Context: an optimization exercise on an open-source flow, tuned for small area, a short achievable clock period and few clock cycles per item. The choices shown serve that exercise and are no tape-out recipe. Only simulation tests tie the RTL to the original design; equivalence was not proved.

==> inputs of run a <==
==> flow/design.v <==
module net_64_33_9_10_16_3(clk, reset, x_data, x_valid, x_ready, y_data, y_valid, y_ready);
   input clk, reset, x_valid, y_ready;
   input signed [15:0] x_data;
   output x_ready, y_valid;
   output signed [15:0] y_data;
   function automatic integer f1(input integer k);
      case (k)
        0: f1 = -1;  1: f1 = 5;   2: f1 = 2;   3: f1 = -4;  4: f1 = 0;
        5: f1 = 4;   6: f1 = -5;  7: f1 = 0;   8: f1 = -5;  9: f1 = -5;
        10: f1 = 1;  11: f1 = -8; 12: f1 = -4; 13: f1 = 7;  14: f1 = 6;
        15: f1 = 0;  16: f1 = 5;  17: f1 = -3; 18: f1 = -6; 19: f1 = -2;
        20: f1 = 2;  21: f1 = 1;  22: f1 = 5;  23: f1 = 2;  24: f1 = -7;
        25: f1 = 3;  26: f1 = -7; 27: f1 = -2; 28: f1 = 5;  29: f1 = 2;
        30: f1 = 7;  31: f1 = -3; 32: f1 = -1;
        default: f1 = 0;
      endcase
   endfunction
   function automatic integer f2(input integer k);
      case (k)
        0: f2 = 1;  1: f2 = 1;  2: f2 = 7;  3: f2 = -2; 4: f2 = 4;
        5: f2 = -1; 6: f2 = 1;  7: f2 = 7;  8: f2 = -7;
        default: f2 = 0;
      endcase
   endfunction
   function automatic integer f3(input integer k);
      case (k)
        0: f3 = 1;  1: f3 = -5; 2: f3 = -8; 3: f3 = -1; 4: f3 = 3;
        5: f3 = 5;  6: f3 = 4;  7: f3 = 5;  8: f3 = -5; 9: f3 = -2;
        default: f3 = 0;
      endcase
   endfunction
   function automatic integer iabs(input integer v);
      iabs = (v < 0) ? -v : v;
   endfunction
   logic [1:0] ocnt;                  
   logic signed [15:0] ob0, ob1;      
   wire adv = !ocnt[1];
   assign x_ready = adv;
   assign y_valid = ocnt[1] | ocnt[0];
   assign y_data = ob0;
   wire accept = x_valid && adv && !reset;
   logic [5:0] cnt;                   
   always_ff @(posedge clk) begin
      if (reset) cnt <= 6'd0;
      else if (accept) cnt <= cnt + 6'd1;
   end
   logic xv, pv1, y1v, pv2, y2v, pv3;
   logic x32, x40, x49, q32, q40, q49, y1_40, y1_49, r40, r49, y2_49, s49;
   always_ff @(posedge clk) begin
      if (reset) begin
         xv <= 1'b0; pv1 <= 1'b0; y1v <= 1'b0; pv2 <= 1'b0; y2v <= 1'b0; pv3 <= 1'b0;
      end else if (adv) begin
         xv <= accept;
         pv1 <= xv;
         y1v <= pv1 && q32;
         pv2 <= y1v;
         y2v <= pv2 && r40;
         pv3 <= y2v;
      end
   end
   always_ff @(posedge clk) begin
      if (adv) begin
         x32 <= cnt[5]; x40 <= cnt >= 6'd40; x49 <= cnt >= 6'd49;
         q32 <= x32; q40 <= x40; q49 <= x49;
         y1_40 <= q40; y1_49 <= q49;
         r40 <= y1_40; r49 <= y1_49;
         y2_49 <= r49;
         s49 <= y2_49;
      end
   end
   logic signed [15:0] xr;
   always_ff @(posedge clk) if (adv) xr <= x_data;
   logic signed [15:0] p1 [1:8];
   logic e1 [1:8];
   genvar m, k;
   generate
      for (m = 1; m <= 8; m = m + 1) begin : gp1
         wire signed [19:0] v = xr * m;
         wire hi = !v[19] && (|v[18:15]);
         wire lo = v[19] && !(&v[18:15]);
         always_ff @(posedge clk) if (adv) begin
            p1[m] <= hi ? 16'sh7fff : lo ? 16'sh8000 : v[15:0];
            e1[m] <= hi || lo || (v[19:15] == 5'b11111 && v[14:0] == 15'd0);
         end
      end
   endgenerate
   logic signed [15:0] a1 [0:31];
   logic [14:0] y1r;
   wire en1 = pv1 && adv;
   wire signed [15:0] s1 [0:32];
   generate
      for (k = 0; k <= 32; k = k + 1) begin : g1
         if (f1(k) == 0) begin : z
            assign s1[k] = a1[k-1];
         end else begin : nz
            tap_s #(.NEG(f1(k) < 0), .FIRST(k == 0)) u(
               .acc(k == 0 ? 16'sd0 : a1[k == 0 ? 0 : k-1]),
               .p(p1[iabs(f1(k))]), .e(e1[iabs(f1(k))]), .s(s1[k]));
         end
         if (k < 32) begin : r
            always_ff @(posedge clk) if (en1) a1[k] <= s1[k];
         end
      end
   endgenerate
   always_ff @(posedge clk) if (adv) y1r <= s1[32][15] ? 15'd0 : s1[32][14:0];
   logic [14:0] p2 [1:8];
   logic e2 [1:8];
   generate
      for (m = 1; m <= 8; m = m + 1) begin : gp2
         if (m == 1 || m == 2 || m == 4 || m == 7) begin : u
            wire [17:0] v = y1r * m;
            always_ff @(posedge clk) if (adv) begin
               p2[m] <= (|v[17:15]) ? 15'h7fff : v[14:0];
               e2[m] <= |v[17:15];
            end
         end
      end
   endgenerate
   logic signed [15:0] a2 [0:7];
   logic [14:0] y2r;
   wire en2 = pv2 && adv;
   wire signed [15:0] s2 [0:8];
   generate
      for (k = 0; k <= 8; k = k + 1) begin : g2
         tap_u #(.NEG(f2(k) < 0), .FIRST(k == 0)) u(
            .acc(k == 0 ? 16'sd0 : a2[k == 0 ? 0 : k-1]),
            .p(p2[iabs(f2(k))]), .e(e2[iabs(f2(k))]), .s(s2[k]));
         if (k < 8) begin : r
            always_ff @(posedge clk) if (en2) a2[k] <= s2[k];
         end
      end
   endgenerate
   always_ff @(posedge clk) if (adv) y2r <= s2[8][15] ? 15'd0 : s2[8][14:0];
   logic [14:0] p3 [1:8];
   logic e3 [1:8];
   generate
      for (m = 1; m <= 8; m = m + 1) begin : gp3
         if (m != 6 && m != 7) begin : u
            wire [17:0] v = y2r * m;
            always_ff @(posedge clk) if (adv) begin
               p3[m] <= (|v[17:15]) ? 15'h7fff : v[14:0];
               e3[m] <= |v[17:15];
            end
         end
      end
   endgenerate
   logic signed [15:0] a3 [0:8];
   wire en3 = pv3 && adv;
   wire signed [15:0] s3 [0:9];
   generate
      for (k = 0; k <= 9; k = k + 1) begin : g3
         tap_u #(.NEG(f3(k) < 0), .FIRST(k == 0)) u(
            .acc(k == 0 ? 16'sd0 : a3[k == 0 ? 0 : k-1]),
            .p(p3[iabs(f3(k))]), .e(e3[iabs(f3(k))]), .s(s3[k]));
         if (k < 9) begin : r
            always_ff @(posedge clk) if (en3) a3[k] <= s3[k];
         end
      end
   endgenerate
   wire signed [15:0] yo = s3[9][15] ? 16'sd0 : s3[9];
   wire push = adv && pv3 && s49;
   wire pop = (ocnt != 2'd0) && y_ready;
   always_ff @(posedge clk) begin
      if (reset) ocnt <= 2'd0;
      else ocnt <= ocnt + {1'b0, push} - {1'b0, pop};
   end
   always_ff @(posedge clk) begin
      if (ocnt == 2'd2) begin
         if (pop) ob0 <= ob1;
      end else if (push) begin
         if (ocnt == 2'd0 || pop) ob0 <= yo;
         else ob1 <= yo;
      end
   end
endmodule
module tap_s #(parameter NEG = 0, parameter FIRST = 0)
   (input signed [15:0] acc, input signed [15:0] p, input e, output signed [15:0] s);
   wire signed [15:0] w = NEG ? ~p : p;
   wire signed [1:0] ci = {1'b0, NEG ? !e : 1'b0};
   generate
      if (FIRST) begin : f
         wire signed [16:0] t = w + ci;
         assign s = t[15:0];       
      end else begin : a
         wire signed [16:0] t = acc + w + ci;
         assign s = (t[16] != t[15]) ? {t[16], {15{!t[16]}}} : t[15:0];
      end
   endgenerate
endmodule
module tap_u #(parameter NEG = 0, parameter FIRST = 0)
   (input signed [15:0] acc, input [14:0] p, input e, output signed [15:0] s);
   generate
      if (FIRST) begin : f
         if (NEG) begin : n
            assign s = ~{1'b0, p} + {15'd0, !e};
         end else begin : q
            assign s = {1'b0, p};
         end
      end else if (NEG) begin : n
         wire signed [16:0] np = {2'b11, ~p};
         wire signed [1:0] ce = {1'b0, !e};
         wire signed [16:0] t = acc + np + ce;
         assign s = (t[16] != t[15]) ? 16'sh8000 : t[15:0];
      end else begin : q
         wire signed [16:0] pp = {2'b00, p};
         wire signed [16:0] t = acc + pp;
         assign s = (t[16] != t[15]) ? 16'sh7fff : t[15:0];
      end
   endgenerate
endmodule
==> flow/run.sh <==
#!/bin/bash
# synth_recipe.tcl (not shown) runs the flow's synth.tcl, then flattens the netlist and writes it again
# the make line also repeats each setting of config.mk as NAME=value (left out here)
make -C /OpenROAD-flow-scripts/flow DESIGN_CONFIG=/design/flow/config.mk WORK_HOME=/design/flow/orfs CLKGATE_MAP_FILE= SYNTH_SCRIPT=/design/flow/synth_recipe.tcl finish
==> flow/config.mk <==
export PLATFORM = sky130hd
export DESIGN_NAME = net_64_33_9_10_16_3
export DESIGN_NICKNAME = net_64_33_9_10_16_3
export VERILOG_FILES = /design/flow/design.v
export SDC_FILE = /design/flow/constraint.sdc
export NUM_CORES = 4
export LEC_CHECK = 0
export CAP_MARGIN = 20
export CORE_MARGIN = 2
export CORE_UTILIZATION = 40
export PLACE_DENSITY = 0.6
export SETUP_SLACK_MARGIN = 5
export SLEW_MARGIN = 20
==> flow/constraint.sdc <==
create_clock -name core_clock -period 9.0 [get_ports {clk}]
set_input_delay 1.8000 -clock core_clock [delete_from_list [all_inputs] [get_ports {clk}]]
set_output_delay 1.8000 -clock core_clock [all_outputs]
set_load 0.01 [all_outputs]
==> run b (differences from run a) <==
==> flow/design.v, changed modules only <==
module net_64_33_9_10_16_3(clk, reset, x_data, x_valid, x_ready, y_data, y_valid, y_ready);
   input clk, reset, x_valid, y_ready;
   input signed [15:0] x_data;
   output x_ready, y_valid;
   output signed [15:0] y_data;
   function automatic integer f1(input integer k);
      case (k)
        0: f1 = -1;  1: f1 = 5;   2: f1 = 2;   3: f1 = -4;  4: f1 = 0;
        5: f1 = 4;   6: f1 = -5;  7: f1 = 0;   8: f1 = -5;  9: f1 = -5;
        10: f1 = 1;  11: f1 = -8; 12: f1 = -4; 13: f1 = 7;  14: f1 = 6;
        15: f1 = 0;  16: f1 = 5;  17: f1 = -3; 18: f1 = -6; 19: f1 = -2;
        20: f1 = 2;  21: f1 = 1;  22: f1 = 5;  23: f1 = 2;  24: f1 = -7;
        25: f1 = 3;  26: f1 = -7; 27: f1 = -2; 28: f1 = 5;  29: f1 = 2;
        30: f1 = 7;  31: f1 = -3; 32: f1 = -1;
        default: f1 = 0;
      endcase
   endfunction
   function automatic integer f2(input integer k);
      case (k)
        0: f2 = 1;  1: f2 = 1;  2: f2 = 7;  3: f2 = -2; 4: f2 = 4;
        5: f2 = -1; 6: f2 = 1;  7: f2 = 7;  8: f2 = -7;
        default: f2 = 0;
      endcase
   endfunction
   function automatic integer f3(input integer k);
      case (k)
        0: f3 = 1;  1: f3 = -5; 2: f3 = -8; 3: f3 = -1; 4: f3 = 3;
        5: f3 = 5;  6: f3 = 4;  7: f3 = 5;  8: f3 = -5; 9: f3 = -2;
        default: f3 = 0;
      endcase
   endfunction
   function automatic integer iabs(input integer v);
      iabs = (v < 0) ? -v : v;
   endfunction
   logic ne, fu, xrdy, yv;
   logic [14:0] ob0, ob1;             
   wire adv = !fu;
   assign x_ready = xrdy;
   assign y_valid = yv;
   assign y_data = {1'b0, ob0};
   wire accept = x_valid && adv && !reset;
   logic [5:0] cnt;                   
   always_ff @(posedge clk) begin
      if (reset) cnt <= 6'd0;
      else if (accept) cnt <= cnt + 6'd1;
   end
   logic xv, pv1, y1v, pv2, y2v, pv3;
   logic x32, x40, x49, q32, q40, q49, y1_40, y1_49, r40, r49, y2_49, s49;
   always_ff @(posedge clk) begin
      if (reset) begin
         xv <= 1'b0; pv1 <= 1'b0; y1v <= 1'b0; pv2 <= 1'b0; y2v <= 1'b0; pv3 <= 1'b0;
      end else if (adv) begin
         xv <= accept;
         pv1 <= xv;
         y1v <= pv1 && q32;
         pv2 <= y1v;
         y2v <= pv2 && r40;
         pv3 <= y2v;
      end
   end
   always_ff @(posedge clk) begin
      if (adv) begin
         x32 <= cnt[5]; x40 <= cnt >= 6'd40; x49 <= cnt >= 6'd49;
         q32 <= x32; q40 <= x40; q49 <= x49;
         y1_40 <= q40; y1_49 <= q49;
         r40 <= y1_40; r49 <= y1_49;
         y2_49 <= r49;
         s49 <= y2_49;
      end
   end
   logic signed [15:0] xr;
   always_ff @(posedge clk) if (adv) xr <= x_data;
   logic signed [15:0] p1 [1:8];
   logic e1 [1:8];
   genvar m, k;
   generate
      for (m = 1; m <= 8; m = m + 1) begin : gp1
         wire signed [19:0] xe = xr;
         wire signed [19:0] v;
         if (m == 3 || m == 6) begin : a3
            wire signed [19:0] t3 = xe + (xe <<< 1);
            assign v = t3 <<< (m / 3 - 1);
         end else if (m == 5) begin : a5
            assign v = xe + (xe <<< 2);
         end else if (m == 7) begin : a7
            assign v = (xe <<< 3) - xe;
         end else begin : sh
            assign v = xe <<< $clog2(m);
         end
         wire hi = !v[19] && (|v[18:15]);
         wire lo = v[19] && !(&v[18:15]);
         always_ff @(posedge clk) if (adv) begin
            p1[m] <= hi ? 16'sh7fff : lo ? 16'sh8000 : v[15:0];
            e1[m] <= hi || lo || (v[19:15] == 5'b11111 && v[14:0] == 15'd0);
         end
      end
   endgenerate
   logic signed [15:0] a1 [0:31];
   logic [14:0] y1r;
   wire en1 = pv1 && adv;
   wire signed [15:0] s1 [0:32];
   generate
      for (k = 0; k <= 32; k = k + 1) begin : g1
         if (f1(k) == 0) begin : z
            assign s1[k] = a1[k-1];
         end else begin : nz
            tap_s #(.NEG(f1(k) < 0), .FIRST(k == 0)) u(
               .acc(k == 0 ? 16'sd0 : a1[k == 0 ? 0 : k-1]),
               .p(p1[iabs(f1(k))]), .e(e1[iabs(f1(k))]), .s(s1[k]));
         end
         if (k < 32) begin : r
            always_ff @(posedge clk) if (en1) a1[k] <= s1[k];
         end
      end
   endgenerate
   always_ff @(posedge clk) if (adv) y1r <= s1[32][15] ? 15'd0 : s1[32][14:0];
   logic [14:0] p2 [1:8];
   logic e2 [1:8];
   generate
      for (m = 1; m <= 8; m = m + 1) begin : gp2
         if (m == 1 || m == 2 || m == 4 || m == 7) begin : u
            wire [17:0] ye = y1r;
            wire [17:0] v;
            if (m == 3) begin : a3
               assign v = ye + (ye << 1);
            end else if (m == 5) begin : a5
               assign v = ye + (ye << 2);
            end else if (m == 7) begin : a7
               assign v = (ye << 3) - ye;
            end else begin : sh
               assign v = ye << $clog2(m);
            end
            always_ff @(posedge clk) if (adv) begin
               p2[m] <= (|v[17:15]) ? 15'h7fff : v[14:0];
               e2[m] <= |v[17:15];
            end
         end
      end
   endgenerate
   logic signed [15:0] a2 [0:7];
   logic [14:0] y2r;
   wire en2 = pv2 && adv;
   wire signed [15:0] s2 [0:8];
   generate
      for (k = 0; k <= 8; k = k + 1) begin : g2
         tap_u #(.NEG(f2(k) < 0), .FIRST(k == 0)) u(
            .acc(k == 0 ? 16'sd0 : a2[k == 0 ? 0 : k-1]),
            .p(p2[iabs(f2(k))]), .e(e2[iabs(f2(k))]), .s(s2[k]));
         if (k < 8) begin : r
            always_ff @(posedge clk) if (en2) a2[k] <= s2[k];
         end
      end
   endgenerate
   always_ff @(posedge clk) if (adv) y2r <= s2[8][15] ? 15'd0 : s2[8][14:0];
   logic [14:0] p3 [1:8];
   logic e3 [1:8];
   generate
      for (m = 1; m <= 8; m = m + 1) begin : gp3
         if (m != 6 && m != 7) begin : u
            wire [17:0] ye = y2r;
            wire [17:0] v;
            if (m == 3) begin : a3
               assign v = ye + (ye << 1);
            end else if (m == 5) begin : a5
               assign v = ye + (ye << 2);
            end else if (m == 7) begin : a7
               assign v = (ye << 3) - ye;
            end else begin : sh
               assign v = ye << $clog2(m);
            end
            always_ff @(posedge clk) if (adv) begin
               p3[m] <= (|v[17:15]) ? 15'h7fff : v[14:0];
               e3[m] <= |v[17:15];
            end
         end
      end
   endgenerate
   logic signed [15:0] a3 [0:8];
   wire en3 = pv3 && adv;
   wire signed [15:0] s3 [0:9];
   generate
      for (k = 0; k <= 9; k = k + 1) begin : g3
         tap_u #(.NEG(f3(k) < 0), .FIRST(k == 0)) u(
            .acc(k == 0 ? 16'sd0 : a3[k == 0 ? 0 : k-1]),
            .p(p3[iabs(f3(k))]), .e(e3[iabs(f3(k))]), .s(s3[k]));
         if (k < 9) begin : r
            always_ff @(posedge clk) if (en3) a3[k] <= s3[k];
         end
      end
   endgenerate
   wire [14:0] yo = s3[9][15] ? 15'd0 : s3[9][14:0];
   wire push = adv && pv3 && s49;
   wire pop = ne && y_ready;
   wire ne_n = fu || push || (ne && !pop);
   wire fu_n = fu ? !pop : (ne && push && !pop);
   always_ff @(posedge clk) begin
      if (reset) begin
         ne <= 1'b0; fu <= 1'b0; xrdy <= 1'b1; yv <= 1'b0;
      end else begin
         ne <= ne_n; fu <= fu_n; xrdy <= !fu_n; yv <= ne_n;
      end
   end
   always_ff @(posedge clk) begin
      if (fu) begin
         if (pop) ob0 <= ob1;
      end else if (push) begin
         if (!ne || pop) ob0 <= yo;
         else ob1 <= yo;
      end
   end
endmodule
module tap_s #(parameter NEG = 0, parameter FIRST = 0)
   (input signed [15:0] acc, input signed [15:0] p, input e, output signed [15:0] s);
   wire [15:0] b = NEG ? ~p : p;
   wire ci = NEG ? !e : 1'b0;
   generate
      if (FIRST) begin : f
         assign s = b + {15'd0, ci};    
      end else begin : a
         satadd u(.a(acc), .b(b), .ci(ci), .s(s));
      end
   endgenerate
endmodule
module tap_u #(parameter NEG = 0, parameter FIRST = 0)
   (input signed [15:0] acc, input [14:0] p, input e, output signed [15:0] s);
   wire [15:0] b = NEG ? {1'b1, ~p} : {1'b0, p};
   wire ci = NEG ? !e : 1'b0;
   generate
      if (FIRST) begin : f
         assign s = b + {15'd0, ci};
      end else begin : a
         satadd u(.a(acc), .b(b), .ci(ci), .s(s));
      end
   endgenerate
endmodule
module satadd(input [15:0] a, input [15:0] b, input ci, output [15:0] s);
   wire [15:0] g = a & b;
   wire [15:0] q = a ^ b;
   wire [16:0] c;
   assign c[0] = ci;
   genvar k;
   generate
      for (k = 0; k < 4; k = k + 1) begin : blk
         wire [3:0] gg = g[4*k +: 4];
         wire [3:0] pp = q[4*k +: 4];
         wire cb = c[4*k];
         assign c[4*k+1] = gg[0] | (pp[0] & cb);
         assign c[4*k+2] = gg[1] | (pp[1] & gg[0]) | (pp[1] & pp[0] & cb);
         assign c[4*k+3] = gg[2] | (pp[2] & gg[1]) | (pp[2] & pp[1] & gg[0])
                           | (pp[2] & pp[1] & pp[0] & cb);
         assign c[4*k+4] = gg[3] | (pp[3] & gg[2]) | (pp[3] & pp[2] & gg[1])
                           | (pp[3] & pp[2] & pp[1] & gg[0]) | (&pp & cb);
      end
   endgenerate
   wire [15:0] sum = q ^ c[15:0];
   wire ovf = (a[15] == b[15]) && (sum[15] != a[15]);
   assign s = ovf ? {a[15], {15{!a[15]}}} : sum;
endmodule
==> flow_metrics.env <==
export IMPL_clock_sinks=1162
export IMPL_met2_length_mm=94.0
export IMPL_crit_arrival_ns=4.29
export IMPL_crit_fanout=4
export IMPL_sh_seq_area=0.423
export IMPL_status="timing/DRC/antenna clean"
export IMPL_syn_avg_cell_area_sq_um=11.3
export IMPL_syn_area_sq_um=74100
export IMPL_max_freq_ghz=0.258
the above is filed under run b

==> flow_metrics.env <==
export IMPL_status="timing/DRC/antenna clean"
export IMPL_met1_length_mm=100
export IMPL_grt_pass1_wl_mm=352
export IMPL_crit_arrival_ns=4.47
export IMPL_multi_input_area_sq_um=45200
export IMPL_finalHoldWorstSlack_ns=0.416
export IMPL_max_freq_ghz=0.255
export IMPL_topRoutingLayerUsed="met5"
export IMPL_cts_setup_buffers=42
export IMPL_layout_setup_ws_ns=5.07
export IMPL_period_needed_ns=3.93
export IMPL_top_regs="a1: 512 flops, a3: 143 flops, a2: 127 flops"
export IMPL_met2_length_mm=109
export IMPL_syn_area_sq_um=82100
export IMPL_required_ns=9.55
export IMPL_sh_seq_area=0.379
export IMPL_firstDrtPassIters=6
export IMPL_crit_fanout=15
the above is filed under run a

Testbench counts of run a, summed over its fixed seeds: cycles 4,152, vectors 64.
Testbench counts of run b, summed over its fixed seeds: cycles 4,152, vectors 64.

[re-timing with driven ports]
The results above use ideal ports. As a check the final layouts listed here were re-extracted and re-timed, cells and wires unchanged.
Step 1 (the two cells are an assumption about what drives the block):
set clk [get_ports {clk}]
set_driving_cell -lib_cell sky130_fd_sc_hd__clkbuf_16 $clk
set_driving_cell -lib_cell sky130_fd_sc_hd__buf_2 [delete_from_list [all_inputs] $clk]
Step 2, shift: input delay + t, output delay - t, t = (earliest + latest rising clock arrival at the registers) / 2. This alone moves slack from input paths to output paths.
a / b / c = ideal ports / drivers / drivers and shift; a / b = the first two.
run | t (ns) | setup slack, ns | slew at the worst register clock pin (ns) | worst data-port slew with drivers (ns)
run a | 0.883 | 5.075 / 5.075 / 5.075 | 0.07 / 0.07 | 0.04
run b | 0.837 | 5.130 / 5.130 / 5.130 | 0.06 / 0.06 | 0.05
After both steps every run listed still meets setup and hold.
